From an optimization exercise on the open Yosys and OpenROAD flow, aimed at small area, a short achievable clock period and few clock cycles; shortcuts taken in it are not production practice.
No functional check of the RTL was part of any run shown here.
Power figures rest on the tool's default switching activity, not on a simulated workload.

**design/flow/design.v**
```verilog
package typedefs_pkg;
    typedef enum logic [3:0] {
        AND, OR, ADD, SUB, XOR, SLT, SLTU, SLL, SRL, SRA
    } aluop_sel_t;
    typedef struct packed {
        logic [6:0] funct7;
        logic [4:0] rs2;
        logic [4:0] rs1;
        logic [2:0] funct3;
        logic [4:0] rd;
        logic [6:0] opcode;
    } R_instr;
    typedef struct packed {
        logic [11:0] imm;
        logic [4:0]  rs1;
        logic [2:0]  funct3;
        logic [4:0]  rd;
        logic [6:0]  opcode;
    } I_instr;
    typedef struct packed {
        logic [6:0] imm_up;
        logic [4:0] rs2;
        logic [4:0] rs1;
        logic [2:0] funct3;
        logic [4:0] imm_dn;
        logic [6:0] opcode;
    } S_instr;
    typedef struct packed {
        logic       imm_12;
        logic [5:0] imm_10_5;
        logic [4:0] rs2;
        logic [4:0] rs1;
        logic [2:0] funct3;
        logic [3:0] imm_4_1;
        logic       imm_11;
        logic [6:0] opcode;
    } B_instr;
    typedef struct packed {
        logic [19:0] imm;
        logic [4:0]  rd;
        logic [6:0]  opcode;
    } U_instr;
    typedef struct packed {
        logic       imm_20;
        logic [9:0] imm_10_1;
        logic       imm_11;
        logic [7:0] imm_19_12;
        logic [4:0] rd;
        logic [6:0] opcode;
    } J_instr;
    typedef union packed {
        R_instr R;
        I_instr I;
        S_instr S;
        B_instr B;
        U_instr U;
        J_instr J;
    } instr_t;
    localparam logic [6:0] OP     = 7'b011_0011, OP_IMM = 7'b001_0011, LOAD = 7'b000_0011, STORE = 7'b010_0011,
                           BRANCH = 7'b110_0011, JAL    = 7'b110_1111, JALR = 7'b110_0111, LUI   = 7'b011_0111,
                           AUIPC  = 7'b001_0111;
endpackage 
module core (
    input  logic clk,
    input  logic rst_n,
    input  logic [31:0] dmem_rdata,
    output logic [31:0] dmem_wdata,
    output logic [31:0] dmem_addr,
    output logic        dmem_wen,
    output logic  [3:0] dmem_wr_mask,
    input  logic [31:0] imem_rdata,
    output logic [31:0] imem_addr
);
logic [31:0] pc_e;           
logic [31:0] a_e;            
logic [31:0] b_e;            
logic [31:0] c_e;            
logic  [4:0] rd_e;
logic  [2:0] f3_e;
logic        sub_e;
logic        we_e, st_e, jal_e, jalr_e;
logic        beq_e, bne_e, blt_e, bge_e, bltu_e, bgeu_e;
logic        r_add_e, r_and_e, r_or_e, r_xor_e, r_sll_e, r_sr_e, r_slt_e, r_sltu_e;
logic        r_tgt_e, r_pc4_e, r_ld_e, r_imm_e, sra_e;
logic [32:0] sum33;
logic [31:0] sum, x_ab, pc4, tgt;
logic        eq, ltu, lt, taken;
assign sum33 = {1'b0, a_e} + {1'b0, b_e} + {32'b0, sub_e};
assign sum   = sum33[31:0];
assign x_ab  = a_e ^ b_e;
assign eq    = &x_ab;                        
assign ltu   = ~sum33[32];
assign lt    = (a_e[31] == b_e[31]) ? a_e[31] : ltu;
logic [31:0] sh_in, sh_out, sh_rev;
logic [32:0] sh_ext;
always_comb begin
    for (int i = 0; i < 32; i++) sh_in[i] = r_sll_e ? a_e[31-i] : a_e[i];
end
assign sh_ext = $signed({sra_e & a_e[31], sh_in}) >>> b_e[4:0];
assign sh_out = sh_ext[31:0];
always_comb begin
    for (int i = 0; i < 32; i++) sh_rev[i] = sh_out[31-i];
end
logic [31:0] ld;
logic        ld_sgn;
assign ld_sgn = ~f3_e[2];
assign ld[7:0]   = dmem_rdata[7:0];
assign ld[15:8]  = (f3_e[1:0] == 2'b00) ? {8{ld_sgn & dmem_rdata[7]}} : dmem_rdata[15:8];
assign ld[31:16] = f3_e[1] ? dmem_rdata[31:16] :
                   f3_e[0] ? {16{ld_sgn & dmem_rdata[15]}} : {16{ld_sgn & dmem_rdata[7]}};
assign pc4 = pc_e + 32'd4;
assign tgt = pc_e + c_e;
logic [31:0] wb;
assign wb = ({32{r_add_e}}  & sum)
          | ({32{r_and_e}}  & (a_e & b_e))
          | ({32{r_or_e}}   & (a_e | b_e))
          | ({32{r_xor_e}}  & x_ab)
          | ({32{r_sll_e}}  & sh_rev)
          | ({32{r_sr_e}}   & sh_out)
          | {31'b0, (r_slt_e & lt) | (r_sltu_e & ltu)}
          | ({32{r_tgt_e}}  & tgt)
          | ({32{r_pc4_e}}  & pc4)
          | ({32{r_ld_e}}   & ld)
          | ({32{r_imm_e}}  & c_e);
assign taken = (beq_e & eq) | (bne_e & ~eq) | (blt_e & lt) | (bge_e & ~lt)
             | (bltu_e & ltu) | (bgeu_e & ~ltu);
logic [31:0] next_pc;
assign next_pc = jalr_e ? sum : ((jal_e | taken) ? tgt : pc4);
assign imem_addr    = next_pc;
assign dmem_addr    = sum;
assign dmem_wen     = st_e;
assign dmem_wdata   = c_e;
assign dmem_wr_mask = {f3_e[1], f3_e[1], f3_e[1] | f3_e[0], 1'b1};
logic [31:0] rf [1:31];
always_ff @(posedge clk) begin
    for (int i = 1; i < 32; i++)
        if (we_e && rd_e == 5'(i)) rf[i] <= wb;
end
logic [31:0] ins;
assign ins = imem_rdata;
logic [4:0] opc, rs1, rs2, rd;
logic [2:0] f3;
assign opc = ins[6:2];
assign rd  = ins[11:7];
assign f3  = ins[14:12];
assign rs1 = ins[19:15];
assign rs2 = ins[24:20];
logic is_op, is_opi, is_ld, is_st, is_br, is_jal, is_jalr, is_lui, is_auipc;
assign is_op    = (opc == 5'b01100);
assign is_opi   = (opc == 5'b00100);
assign is_ld    = (opc == 5'b00000);
assign is_st    = (opc == 5'b01000);
assign is_br    = (opc == 5'b11000);
assign is_jal   = (opc == 5'b11011);
assign is_jalr  = (opc == 5'b11001);
assign is_lui   = (opc == 5'b01101);
assign is_auipc = (opc == 5'b00101);
logic [31:0] imm_i, imm_s, imm_b, imm_u, imm_j;
assign imm_i = {{20{ins[31]}}, ins[31:20]};
assign imm_s = {{20{ins[31]}}, ins[31:25], ins[11:7]};
assign imm_b = {{20{ins[31]}}, ins[7], ins[30:25], ins[11:8], 1'b0};
assign imm_u = {ins[31:12], 12'b0};
assign imm_j = {{12{ins[31]}}, ins[19:12], ins[20], ins[30:21], 1'b0};
logic [31:0] rv1, rv2;
always_comb begin
    rv1 = '0;
    rv2 = '0;
    for (int i = 1; i < 32; i++) begin
        rv1 = rv1 | ({32{rs1 == 5'(i)}} & rf[i]);
        rv2 = rv2 | ({32{rs2 == 5'(i)}} & rf[i]);
    end
end
logic [31:0] s1, s2;
assign s1 = (we_e && rd_e == rs1) ? wb : rv1;
assign s2 = (we_e && rd_e == rs2) ? wb : rv2;
logic arith, d_sub, uses_imm;
assign arith    = is_op | is_opi;
assign d_sub    = (is_op & ins[30] & (f3 == 3'd0)) | (arith & (f3[2:1] == 2'b01)) | is_br;
assign uses_imm = is_opi | is_ld | is_st | is_jalr;
always_ff @(posedge clk) begin
    a_e  <= s1;
    b_e  <= (uses_imm ? (is_st ? imm_s : imm_i) : s2) ^ {32{d_sub}};
    c_e  <= is_st ? s2 : is_br ? imm_b : is_jal ? imm_j : imm_u;
    rd_e <= rd;
    f3_e <= f3;
    sub_e    <= d_sub;
    r_add_e  <= arith & (f3 == 3'd0);
    r_sll_e  <= arith & (f3 == 3'd1);
    r_slt_e  <= arith & (f3 == 3'd2);
    r_sltu_e <= arith & (f3 == 3'd3);
    r_xor_e  <= arith & (f3 == 3'd4);
    r_sr_e   <= arith & (f3 == 3'd5);
    r_or_e   <= arith & (f3 == 3'd6);
    r_and_e  <= arith & (f3 == 3'd7);
    sra_e    <= ins[30];
    r_tgt_e  <= is_auipc;
    r_pc4_e  <= is_jal | is_jalr;
    r_ld_e   <= is_ld;
    r_imm_e  <= is_lui;
end
always_ff @(posedge clk or negedge rst_n) begin
    if (!rst_n) begin
        pc_e   <= 32'hFFFF_FFFC;
        we_e   <= 1'b0;
        st_e   <= 1'b0;
        jal_e  <= 1'b0;
        jalr_e <= 1'b0;
        beq_e  <= 1'b0;
        bne_e  <= 1'b0;
        blt_e  <= 1'b0;
        bge_e  <= 1'b0;
        bltu_e <= 1'b0;
        bgeu_e <= 1'b0;
    end else begin
        pc_e   <= next_pc;
        we_e   <= (arith | is_ld | is_jal | is_jalr | is_lui | is_auipc) & (rd != 5'd0);
        st_e   <= is_st;
        jal_e  <= is_jal;
        jalr_e <= is_jalr;
        beq_e  <= is_br & (f3 == 3'd0);
        bne_e  <= is_br & (f3 == 3'd1);
        blt_e  <= is_br & (f3 == 3'd4);
        bge_e  <= is_br & (f3 == 3'd5);
        bltu_e <= is_br & (f3 == 3'd6);
        bgeu_e <= is_br & (f3 == 3'd7);
    end
end
endmodule
```
**design/flow/run.sh**
```bash
#!/bin/bash
# synth_recipe.tcl (not shown) runs the flow's synth.tcl, then flattens the netlist and writes it again
# the make line also repeats each setting of config.mk as NAME=value (left out here)
make -C /OpenROAD-flow-scripts/flow DESIGN_CONFIG=/design/flow/config.mk WORK_HOME=/design/flow/orfs CLKGATE_MAP_FILE= SYNTH_SCRIPT=/design/flow/synth_recipe.tcl finish
```
**design/flow/config.mk**
```make
export PLATFORM = sky130hd
export DESIGN_NAME = core
export DESIGN_NICKNAME = core
export VERILOG_FILES = /design/flow/design.v
export SDC_FILE = /design/flow/constraint.sdc
export NUM_CORES = 4
export LEC_CHECK = 0
export CAP_MARGIN = 20
export CORE_MARGIN = 2
export CORE_UTILIZATION = 50
export SETUP_SLACK_MARGIN = 0.2
export SLEW_MARGIN = 20
```
**design/flow/constraint.sdc**
```tcl
create_clock -name core_clock -period 12.0 [get_ports {clk}]
set_input_delay 2.4000 -clock core_clock [delete_from_list [all_inputs] [get_ports {clk}]]
set_output_delay 2.4000 -clock core_clock [all_outputs]
set_load 0.01 [all_outputs]
```
==> results of run 1 <==
==> cell usage after synthesis (50+ instances only) <==
cell / instances / area, um^2
xnor2_1: 64 / 561
nor2_1: 248 / 931
edfxtp_1: 992 / 29800
nand4_1: 129 / 807
inv_1: 100 / 375
a22o_1: 133 / 1160
a22oi_1: 635 / 4770
ha_1: 96 / 1200
clkbuf_1: 310 / 1160
a222oi_1: 68 / 681
o21ai_0: 117 / 586
nand2_1: 361 / 1360
nand3_1: 179 / 896
nor3_1: 85 / 425
mux4_2: 74 / 1670
a221oi_1: 150 / 1310
and3_1: 69 / 432
o211ai_1: 50 / 375
dfxtp_1: 118 / 2360
a21oi_1: 162 / 811
==> metal layers <==
| layer | vias to the layer above | GRT usage, % | wire, um |
|---|---|---|---|
| met5 | - | 0.880 | 238 |
| li1 | 20423 | - | - |
| met1 | 26328 | 60.5 | 102000 |
| met3 | 1809 | 22.0 | 52400 |
| met4 | 16 | 40.8 | 33500 |
| met2 | 6185 | 73.6 | 130000 |
==> state kept, by name (all words and copies together) (netlist names), 3 cells and up <==
name / cells
f3_e: 3
b_e: 32
a_e: 32
pc_e: 32
rd_e: 5
rf: 992
c_e: 32
==> cell type report <==
class	instances	area share, %
Antenna cell	16	0.0596
Clock buffer	140	4.64
Clock inverter	75	1.31
Inverter	105	0.587
Multi-Input combinational cell	3335	36.4
Sequential cell	1152	49.5
Tap cell	1524	2.84
Timing Repair Buffer	360	4.65
==> kinds of logic after synthesis <==
logic type / count (synthesis) / synth area share (%)
simple gates: 1318 / 11.1
buf+inv: 495 / 3.33
mux: 144 / 4.17
xor+xnor: 109 / 1.62
fa+ha+maj: 99 / 2.14
compound gates: 1664 / 21.3
flops: 1152 / 56.4
other cells: 1 / 0.00636
==> worst max-delay path by stage <==
stage / to
after floorplan: imem_addr[23]
after global placement: imem_addr[13]
after detailed placement: imem_addr[13]
after CTS: imem_addr[13]
after global routing: imem_addr[13]
final: imem_addr[13]
==> per-stage QoR <==
| step | setup WS, ns | utilization [%] | power [uW] | hold WS, ns | area [um^2] |
|---|---|---|---|---|---|
| 3_3_place_gp | 2.93 | 54.1 | 8060 | 0.721 | 63100 |
| 2_1_floorplan | 5.48 | - | 6500 | 0.618 | 58900 |
| 5_1_grt | 1.79 | 57.6 | 12200 | 0.797 | 67100 |
| 4_1_cts | 2.21 | 57.5 | 11800 | 0.719 | 67100 |
| 6_report | 1.98 | 57.6 | 12000 | 0.719 | 67200 |
| 3_5_place_dp | 3.00 | 54.1 | 8050 | 0.727 | 63100 |
==> worst max-delay path, cell delays in order (launching register included) <==
cell	delay (ns)
dfxtp_2	0.31
buf_4	0.56
inv_2	0.44
fa_1	0.55
nand2b_1	0.21
a21oi_1	0.18
o21ai_0	0.27
a21oi_1	0.55
o21ai_1	0.34
a31oi_2	0.62
o2111a_1	1.08
nor3_1	0.14
buf_4	0.21
o311ai_0	0.65
clkdlybuf4s50_1	0.68
==> power groups by stage <==
stage | Clock, uW | Sequential [uW] | Combinational (uW)
after floorplan | 0 | 4780 | 1720
after global placement | 0 | 4890 | 3170
final | 3840 | 4820 | 3330
after global routing | 3980 | 4820 | 3390
after detailed placement | 0 | 4880 | 3170
after CTS | 3830 | 4800 | 3180
==> cell usage in the layout (no fill, tap or decap), types with 41 or more instances in the layout <==
| master | Yosys | final |
|---|---|---|
| a21oi_1 | 162 | 161 |
| nor4_1 | 42 | 42 |
| o21ai_0 | 117 | 116 |
| ha_1 | 96 | 96 |
| nand4_1 | 129 | 129 |
| buf_4 | 7 | 196 |
| clkbuf_16 | 0 | 120 |
| clkdlybuf4s50_1 | 0 | 162 |
| edfxtp_1 | 992 | 992 |
| nand3_1 | 179 | 176 |
| a221oi_1 | 150 | 150 |
| a22o_1 | 133 | 133 |
| xnor2_1 | 64 | 64 |
| inv_1 | 100 | 100 |
| nor3_1 | 85 | 77 |
| a31oi_1 | 42 | 41 |
| a22oi_1 | 635 | 635 |
| a222oi_1 | 68 | 68 |
| nand2_1 | 361 | 361 |
| dfxtp_1 | 118 | 114 |
| and3_1 | 69 | 69 |
| nor2_4 | 0 | 71 |
| o211ai_1 | 50 | 50 |
| xor2_1 | 45 | 45 |
| mux4_2 | 74 | 74 |
| a21o_1 | 49 | 49 |
| nor2_1 | 248 | 176 |
==> key figures, run 1 <==
Status
  – Status: finished clean

GRT
  – Remaining Overflow, GRT: 0
  – Vias in the first global route: 50235
  – First-pass GRT wire length: 424000 um
  – Largest net degree at the start of global routing: 67
  – Total Routing Usage GR: 51.4%
  – Initial antenna violation count: 20

Power and ir drop
  – Register share of total power: 40.2%
  – Int Pwr: 7890 uW
  – Max VDD drop: 0.000145 V
  – Pwr/cell area: 179 mW/mm^2
  – Logic pwr share: 27.8%
  – Sw frac: 34.3%
  – P_leak: 0.0235 uW
  – Clock power frac: 32.0%
  – Net load switching power: 4110 uW

Clock network
  – Root Driver: clkbuf_16
  – Post-CTS sizing: 0
  – Total CTS buffers: 117
  – Post-CTS Setup Repair Bufs: 0
  – Sinks on Clock Net: 1152
  – CTS max path bufs: 3
  – Clk pin slew, worst setup/hold paths: 0.07 ns
  – Post-CTS Hold Fix Bufs: 0
  – TritonCTS clock tree: built
  – Worst-Skew Late Latency: 0.78 ns
  – H-tree depth: 3

STA
  – Clock Skew: 0.0739 ns
  – Final min period: 10.02 ns
  – Worst-margin pin slew: 1.32 ns
  – Setup tns final: 0 ns
  – # setup viols final: 0
  – Relative slew slack: 11.2%
  – Hold Fails Final Rpt: 0
  – Crit share post-route: 83.5%
  – RSZ-0062 raised after global routing: no
  – Max frequency: 99.8 MHz
  – Slew Viols, Final: 0

Detailed routing
  – Via count: 54761
  – DRT iter0 DRCs: 12984
  – DRC Markers: 0
  – 1st-pass router iterations: 11
  – Antenna viol nets, final: 0
  – Via/cell ratio: 8.16
  – Post-DR wirelength/cell: 47.6 um
  – Total routed wirelength: 319000 um

Critical path
  – FF-to-FF setup slack: 5.61 ns
  – Worst EP required: 9.60 ns
  – R2r startpoint: b_e[1]
  – CP endpoint kind: output port
  – Critical path arrival: 7.62 ns
  – Crit Path Class: flip-flop to output port
  – CP startpoint kind: flip-flop
  – R2r worst-path depth: 13
  – Worst setup startpoint: b_e[1]
  – Worst reg2reg endpoint: pc_e[13]
  – CP Max Fanout: 52

Hold path
  – Hold path endpoint: a_e[7]
  – HP Class: flip-flop to flip-flop
  – Hold Path Stages: 4
  – HP Start: rf[18][7]

Synth
  – Syn nets: 5147
  – Top_reg_cell synth: edfxtp_1
  – Ys async rst share: 3.65%
  – Sequential area share after synthesis: 56.4%
  – Synthesized cell area: 0.0589 mm^2
  – Number of synthesized register bits: 1152
  – Syn_area_per_cell: 11.8 um^2
  – Post-synth EDFFs: 992
  – Library cells used by synthesis: 104
  – Synth Instances: 4982
  – YS warnings: 2

Floorplanning
  – Die ar.: 0.121 mm^2
  – Cell Rows: 125
  – Die W: 347 um
  – Chip Height: 347 um
  – I/O pin count: 167
  – Starting Density: 50.6%
  – Core Region: 0.117 mm^2

Placement
  – Cells after DPL: 6475
  – HPWL after DPL: 195000 um
  – Port bufs: 163
  – Final GP Congestion: 1.12

Layout
  – Fillers: 9639
  – Synthesis-to-layout area growth: 13.9%
  – Finished Layout Cells: 6707
  – Register Area: 0.0332 mm^2
  – Area of the multi-input gates: 0.0244 mm^2
  – Layout cells sized above 1: 12.9%
  – Final net count: 5236

Job
  – Maxcap violations: 0
==> run 2: changes to the inputs <==
--- a/design/flow/config.mk
+++ b/design/flow/config.mk
@@ -5,8 +5,9 @@
 export SDC_FILE = /design/flow/constraint.sdc
 export NUM_CORES = 4
 export LEC_CHECK = 0
+export ABC_CLOCK_PERIOD_IN_PS = 5000
 export CAP_MARGIN = 20
 export CORE_MARGIN = 2
 export CORE_UTILIZATION = 50
-export SETUP_SLACK_MARGIN = 0.2
+export SETUP_SLACK_MARGIN = 5
 export SLEW_MARGIN = 20
==> run 2 against run 1 <==
Clock-buffer cell count stayed put; final area rose by 2.6%; highest routed layer unchanged; first-iteration DRC count down 0.28%; utilization up 1.5 points.
==> key figures, run 2 <==
Synth
  – Syn_area_per_cell: 11.8 um^2
  – Area leader, netlist: edfxtp_1
  – Most numerous cell in the Yosys netlist: edfxtp_1
  – Mux contribution to synthesized area: 4.17%
  – Synth top area share: 50.5%
  – Xor and xnor area share after synthesis: 1.62%
  – Syn nets: 5147
  – Sequential area share after synthesis: 56.4%
  – Top_reg_cell synth: edfxtp_1
  – Ranking of synthesized cells by area: edfxtp_1 51%, a22oi_1 8.1%, dfxtp_1 4.0%
  – Synth Area in Adders: 2.14%
  – Area share of and/or/nand/nor cells after synthesis: 11.1%
  – YS warnings: 2
  – Largest family of logic cells by synthesized area: compound AO/OA/AOI/OAI gates
  – Synth Instances: 4982
  – Number of synthesized register bits: 1152
  – Post-synth EDFFs: 992
  – Library cells used by synthesis: 104
  – Synth Area in Compound Gates: 21.3%
  – Synthesized cell area: 0.0589 mm^2
  – Post-synth top cells: 992 x edfxtp_1, 635 x a22oi_1, 361 x nand2_1
  – Ys async rst share: 3.65%

Layout
  – Final net count: 5319
  – Layout cells sized above 1: 17.0%
  – Most frequent cells in the layout: 992 x edfxtp_1, 635 x a22oi_1, 359 x nand2_1
  – Commonest non-fill, non-tap cell in the layout: edfxtp_1
  – Fillers: 9513
  – Number of flip-flops in the largest register: 992
  – Most flop-heavy register: rf
  – Final Cell Area: 0.0689 mm^2
  – Finished Layout Cells: 6790
  – Synthesis-to-layout area growth: 16.9%

STA
  – Setup ws final: 4.80 ns
  – Slew Viols, Final: 0
  – Setup tns final: 0 ns
  – RSZ-0062 raised after global routing: yes
  – Crit share post-route: 60.0%
  – Relative slew slack: 9.88%
  – Max frequency: 139 MHz
  – Hold Fails Final Rpt: 0
  – # setup viols final: 0
  – Clock Skew: 0.0709 ns
  – Final min period: 7.20 ns
  – Worst-margin pin slew: 1.35 ns

GRT
  – Vias in the first global route: 50738
  – Largest net degree at the start of global routing: 67
  – Remaining Overflow, GRT: 0
  – First-pass GRT wire length: 429000 um
  – Initial antenna violation count: 21
  – Total Routing Usage GR: 52.0%

Floorplanning
  – Die W: 347 um
  – Core Region: 0.117 mm^2
  – I/O pin count: 167
  – Chip Height: 347 um
  – Starting Density: 50.6%
  – Cell Rows: 125
  – Die ar.: 0.121 mm^2

Hold path
  – HP Class: flip-flop to flip-flop

Clock network
  – TritonCTS clock tree: built
  – H-tree depth: 3
  – CTS max path bufs: 3
  – Post-CTS Hold Fix Bufs: 0
  – Sinks on Clock Net: 1152
  – Total CTS buffers: 117
  – Root Driver: clkbuf_16
  – Worst-Skew Late Latency: 0.77 ns
  – Clk pin slew, worst setup/hold paths: 0.07 ns

Placement
  – Post-place setup slack: 3.00 ns
  – Port bufs: 163
  – HPWL after DPL: 195000 um
  – Final GP Congestion: 1.12
  – Cells after DPL: 6475
  – Placed standard-cell area: 0.0631 mm^2

Critical path
  – CP Max Fanout: 17
  – Critical path arrival: 7.72 ns
  – CP startpoint kind: input port
  – Worst EP required: 12.52 ns
  – Crit Path Class: input port to flip-flop
  – CP endpoint kind: flip-flop

Detailed routing
  – DRT iter0 DRCs: 12948
  – Via/cell ratio: 8.15
  – Antenna viol nets, final: 0
  – Post-DR wirelength/cell: 47.7 um
  – Via count: 55363
  – 1st-pass router iterations: 14
  – Total routed wirelength: 324000 um
  – DRC Markers: 0

Status
  – Status: finished clean

Power and ir drop
  – Final Power: 12300 uW
  – Pwr/cell area: 178 mW/mm^2
  – Max VDD drop: 0.000145 V
  – P_leak: 0.0242 uW

Job
  – Maxcap violations: 0
## run 2: cell type report
| cell class | instances | area, um^2 | share of cell area, % |
|---|---|---|---|
| Sequential cell | 1152 | 33400 | 48.4 |
| Multi-Input combinational cell | 3337 | 25300 | 36.7 |
| Timing Repair Buffer | 441 | 3940 | 5.72 |
| Clock buffer | 140 | 3120 | 4.52 |
| Tap cell | 1524 | 1910 | 2.77 |
| Clock inverter | 75 | 878 | 1.27 |
| Inverter | 105 | 404 | 0.586 |
| Antenna cell | 16 | 40.0 | 0.0581 |
## run 2: through the flow
stage / hold slack, ns / util [%]
2_1_floorplan: 0.618 / -
3_3_place_gp: 0.721 / 54.1
3_5_place_dp: 0.727 / 54.1
4_1_cts: 0.719 / 58.6
5_1_grt: 0.766 / 59.1
6_report: 0.722 / 59.1
## run 2: cells by family after synthesis
group           after synthesis
buf+inv                     495
simple gates               1318
xor+xnor                    109
compound gates             1664
fa+ha+maj                    99
mux                         144
other cells                   1
flops                      1152
## run 2: what timing repair did
item	CTS	global route
gates cloned	7	2
buffers inserted	38	36
pin swaps	34	29
endpoints found under the setup margin	55	35
gates resized for setup	257	60
## run 2: worst max-delay path, stage by stage
cell and delay [ns]:
clkdlybuf4s50_1 0.97, and3b_1 0.89, and2_2 0.83, buf_4 0.56, a22oi_1 0.18, nand3_1 0.15, nor4_1 0.08, nand3_1 0.31
o21ai_1 0.28, o21ai_0 1.00
## run 2: path summary, 6_finish.rpt
check                                    start  endpoint  slack (ns)  cells past startpoint
worst max-delay path            imem_rdata[21]    c_e[4]        4.80                     10
worst min-delay path                 rf[18][7]    a_e[7]        0.72                      4
worst max register to register          b_e[0]   b_e[16]        6.22                     11
worst min register to register       rf[18][7]    a_e[7]        0.72                      4
max in group asynchronous                rst_n      we_e        9.72                      2
min in group asynchronous                rst_n     jal_e        1.82                      2
## run 2: metal layers
| metal | vias up | share of wire, % | routed length, um | track usage [%] |
|---|---|---|---|---|
| li1 | 20620 | - | - | - |
| met1 | 26398 | 32 | 102000 | 61.0 |
| met2 | 6421 | 41 | 131000 | 73.9 |
| met3 | 1904 | 17 | 55000 | 22.7 |
| met4 | 20 | 11 | 35100 | 42.4 |
| met5 | - | 0.12 | 382 | 0.880 |
## run 2: report_power, final
part | internal [uW] | switching [uW]
registers | 4600 | 218
logic | 1280 | 2350
clock network | 2180 | 1670
total | 8060 | 4240
==> run 3: changes to the inputs <==
==> design/flow/flow/run.sh (new file) <==
#!/bin/bash
# Layout flow: the standard ORFS flow (standard.sh, unchanged synthesis) with
# stronger timing repair. Extra make variables:
#   SETUP_SLACK_MARGIN  repair setup slack beyond the clock period's (target below)
#   MATCH_CELL_FOOTPRINT=0  let repair resize cells across footprints
#   BUFFER_PORTS_ARGS   buffer every port with a plain buffer cell
# Each tool's output goes to the ORFS logs under orfs/logs; make's own output to flow_make.log.
set -euo pipefail
MARGIN=$(cat flow/margin.txt)
EXTRA="SETUP_SLACK_MARGIN=$MARGIN MATCH_CELL_FOOTPRINT=0 'BUFFER_PORTS_ARGS=-buffer_cell sky130_fd_sc_hd__buf_4'"
sed -e "s|CLKGATE_MAP_FILE= |CLKGATE_MAP_FILE= $EXTRA |" standard.sh > flow_standard.sh
grep -q "SETUP_SLACK_MARGIN=$MARGIN" flow_standard.sh
bash flow_standard.sh > flow_make.log 2>&1
test -f out/final.def
==> design/flow/flow/margin.txt (new file) <==
6
==> design/flow/standard.sh (new file) <==
#!/bin/bash
# synth_recipe.tcl (not shown) runs the flow's synth.tcl, then flattens the netlist and writes it again
# the make line also repeats each setting of config.mk as NAME=value (left out here)
make -C /OpenROAD-flow-scripts/flow DESIGN_CONFIG=/design/flow/config.mk WORK_HOME=/design/flow/orfs CLKGATE_MAP_FILE= SYNTH_SCRIPT=/design/flow/synth_recipe.tcl "${@:-finish}"
==> design/flow/config.mk (replaced) <==
export PLATFORM = sky130hd
export DESIGN_NAME = core
export DESIGN_NICKNAME = core
export VERILOG_FILES = /design/flow/design.v
export SDC_FILE = /design/flow/constraint.sdc
export NUM_CORES = 4
export LEC_CHECK = 0
export CAP_MARGIN = 20
export CORE_MARGIN = 2
export CORE_UTILIZATION = 40
export SLEW_MARGIN = 20
removed: design/flow/run.sh
==> run 3 against run 2 <==
Clock skew rose by 0.0018 ns; setup slack better by 0.53 ns; flip-flop and latch count did not move; first-iteration DRC count fell by 6.1%; largest power group unchanged; highest routed layer unchanged; combinational power grew 8.0%; critical endpoint is now imem_addr[30]; wire length rose by 1.2%; die area grew 25%.
==> key figures, run 3 <==
Synth
  – Area leader, netlist: edfxtp_1
  – Ranking of synthesized cells by area: edfxtp_1 51%, a22oi_1 8.1%, dfxtp_1 4.0%
  – Sequential area share after synthesis: 56.4%
  – Library cells used by synthesis: 104
  – Ys async rst share: 3.65%
  – Synthesized cell area: 0.0589 mm^2
  – Number of synthesized register bits: 1152
  – Syn nets: 5147
  – Top_reg_cell synth: edfxtp_1
  – Synth top area share: 50.5%
  – Post-synth top cells: 992 x edfxtp_1, 635 x a22oi_1, 361 x nand2_1
  – YS warnings: 2
  – Most numerous cell in the Yosys netlist: edfxtp_1
  – Post-synth EDFFs: 992
  – Synth Instances: 4982
  – Syn_area_per_cell: 11.8 um^2

Floorplanning
  – I/O pin count: 167
  – Die W: 388 um
  – Core Region: 0.146 mm^2
  – Starting Density: 40.4%
  – Die ar.: 0.150 mm^2
  – Cell Rows: 140
  – Chip Height: 388 um

Critical path
  – Critical path arrival: 4.27 ns
  – Crit-path slowest cell: o311ai_4
  – CP bufs+invs: 3
  – R2r worst-path depth: 13
  – Crit Path Class: flip-flop to output port
  – Worst EP required: 9.60 ns
  – CP Max Fanout: 7
  – Critical path cell sequence: inv_4 -> ha_4 -> nand4_1 -> nor3_4 -> nand4_1 -> mux2_4 -> nor4_4 -> a21boi_4 -> buf_6 -> a31o_4 -> nand3_4 -> o311ai_4 -> buf_6
  – Worst reg2reg endpoint: b_e[9]
  – CP delay by family, top: simple AND/OR/NAND/NOR gates
  – Largest stage delay, worst path: 0.43 ns
  – CP endpoint kind: output port
  – CP startpoint kind: flip-flop
  – FF-to-FF setup slack: 6.47 ns
  – R2r startpoint: b_e[0]

STA
  – RSZ-0062 raised after global routing: yes
  – Final min period: 6.67 ns
  – Max frequency: 150 MHz
  – Slew Viols, Final: 0
  – Worst-margin pin slew: 1.27 ns
  – Relative slew slack: 14.6%
  – Setup tns final: 0 ns
  – Hold Fails Final Rpt: 0
  – # setup viols final: 0
  – Crit share post-route: 55.6%
  – Clock Skew: 0.0727 ns
  – Setup ws final: 5.33 ns

GRT
  – First-pass GRT wire length: 436000 um
  – Total Routing Usage GR: 41.9%
  – Remaining Overflow, GRT: 0
  – Vias in the first global route: 51677
  – Initial antenna violation count: 31
  – Largest net degree at the start of global routing: 70

Clock network
  – H-tree depth: 3
  – Total CTS buffers: 119
  – Sinks on Clock Net: 1152
  – Worst-Skew Late Latency: 0.80 ns
  – Clk pin slew, worst setup/hold paths: 0.07 ns
  – TritonCTS clock tree: built
  – CTS max path bufs: 3
  – Root Driver: clkbuf_16

Detailed routing
  – Via count: 56213
  – Via/cell ratio: 7.73
  – DRT iter0 DRCs: 12156
  – Total routed wirelength: 328000 um
  – 1st-pass router iterations: 13
  – DRC Markers: 0
  – Post-DR wirelength/cell: 45.0 um
  – Antenna viol nets, final: 0

Placement
  – Cells after DPL: 6861
  – Post-place setup slack: 3.89 ns
  – Final GP Congestion: 1.03
  – HPWL after DPL: 196000 um
  – Port bufs: 163

Layout
  – Most flop-heavy register: rf
  – Layout cells sized above 1: 22.3%
  – Synthesis-to-layout area growth: 19.6%
  – Number of flip-flops in the largest register: 992
  – Most frequent cells in the layout: 992 x edfxtp_1, 635 x a22oi_1, 447 x buf_4
  – Final net count: 5393
  – Finished Layout Cells: 7274
  – Commonest non-fill, non-tap cell in the layout: edfxtp_1

Power and ir drop
  – Pwr/cell area: 178 mW/mm^2
  – Max VDD drop: 0.000161 V
  – P_leak: 0.0248 uW
  – Final Power: 12500 uW

Hold path
  – HP Start: pc_e[0]
  – Hold Path Stages: 2
  – Hold path endpoint: pc_e[0]
  – HP Class: flip-flop to flip-flop

Job
  – Maxcap violations: 0

Status
  – Status: finished clean
==> run 3: cell type report <==
class                      instances  area (um^2)
inverter                         105          420
tap                             1917         2400
fill                           13000        75400
timing repair buffer             507         4230
antenna                           24         60.1
clock buffer                     139         3080
clock inverter                    87          882
multi-input combinational       3343        26100
sequential                      1152        33400
==> run 3: metal layers <==
layer	global-route usage [%]	vias to the layer above	wire length, um
met5	0	-	181
met4	32.3	28	34200
met3	18.0	1953	55500
met2	59.3	6421	131000
met1	50.0	27026	106000
li1	-	20785	-
==> run 3: how the worst max path moves through the flow <==
stage	end	cells past startpoint	slack [ns]	startpoint
6_report	imem_addr[30]	13	5.33	a_e[27]
5_1_grt	imem_addr[30]	12	5.27	a_e[24]
4_1_cts	imem_addr[4]	14	5.47	a_e[25]
3_5_place_dp	imem_addr[7]	12	3.89	a_e[13]
3_3_place_gp	imem_addr[7]	12	3.89	a_e[13]
2_1_floorplan	imem_addr[12]	16	6.01	b_e[3]
==> run 3: kinds of logic (layout without fill, tap and decap cells) <==
group	count (synthesis)	count (layout)	synth area share, %
compound gates	1664	1671	21.3
xor+xnor	109	109	1.62
fa+ha+maj	99	99	2.14
buf+inv	495	838	3.33
flops	1152	1152	56.4
mux	144	144	4.17
other cells	1	25	0.00636
simple gates	1318	1319	11.1
==> run 3: timing repair <==
item	CTS	global route
hold buffers	0	0
cloned	11	2
buffers inserted	103	47
setup endpoints to repair	57	50
pin swaps	71	57
resized for setup	284	111
==> run 3: power breakdown <==
part	internal, uW	switching [uW]	total, uW	leakage [uW]
clock	2110	1710	3820	0.00193
combinational	1440	2490	3920	0.0122
sequential	4600	194	4790	0.0106
==> run 3: worst register-to-register path, cell delays in order, from the launching register on <==
cell	delay, ns
dfxtp_4	0.36
buf_4	0.14
buf_4	0.30
buf_4	0.58
mux4_2	0.39
nor2_1	0.05
a21o_1	0.25
mux4_2	0.49
a211oi_1	1.01
a2111o_1	0.17
buf_4	0.36
o21ai_1	0.17
o21ai_1	0.20
xor2_1	0.87
==> run 3: metrics by stage <==
stage / area [um^2] / utilization, % / hold WS (ns)
after detailed placement: 63200 / 43.3 / 0.625
final: 70500 / 48.3 / 0.645
after CTS: 69500 / 47.6 / 0.643
after floorplan: 59100 / - / 0.618
after global routing: 70400 / 48.3 / 0.681
after global placement: 63200 / 43.3 / 0.626

afterwards: timing with drivers on the ports:
The results above use ideal ports. As a check the final layouts listed here were re-extracted and re-timed, cells and wires unchanged.
Step 1, drivers: a clkbuf_16 drives clk and a buf_2 each remaining input, both assumed.
Step 2 also shifts input and output timing later by t, the mid clock arrival at the registers, as if the neighbouring blocks saw the same clock.
a / b / c = ideal / step 1 / step 2; a / b = the first two.
| run | t, ns | setup WS [ns] | cell pins on the clock port's net |
|---|---|---|---|
| run 1 | 0.818 | 1.985 / 1.906 / 2.724 | 1 |
| run 2 | 0.815 | 4.798 / 4.851 / 4.036 | 1 |
| run 3 | 0.843 | 5.328 / 5.249 / 5.198 | 1 |
After both steps setup and hold are still met in every run listed. The setup slack of run 2, which loses most, moves by +0.053 ns with the drivers and by -0.762 ns with both steps.
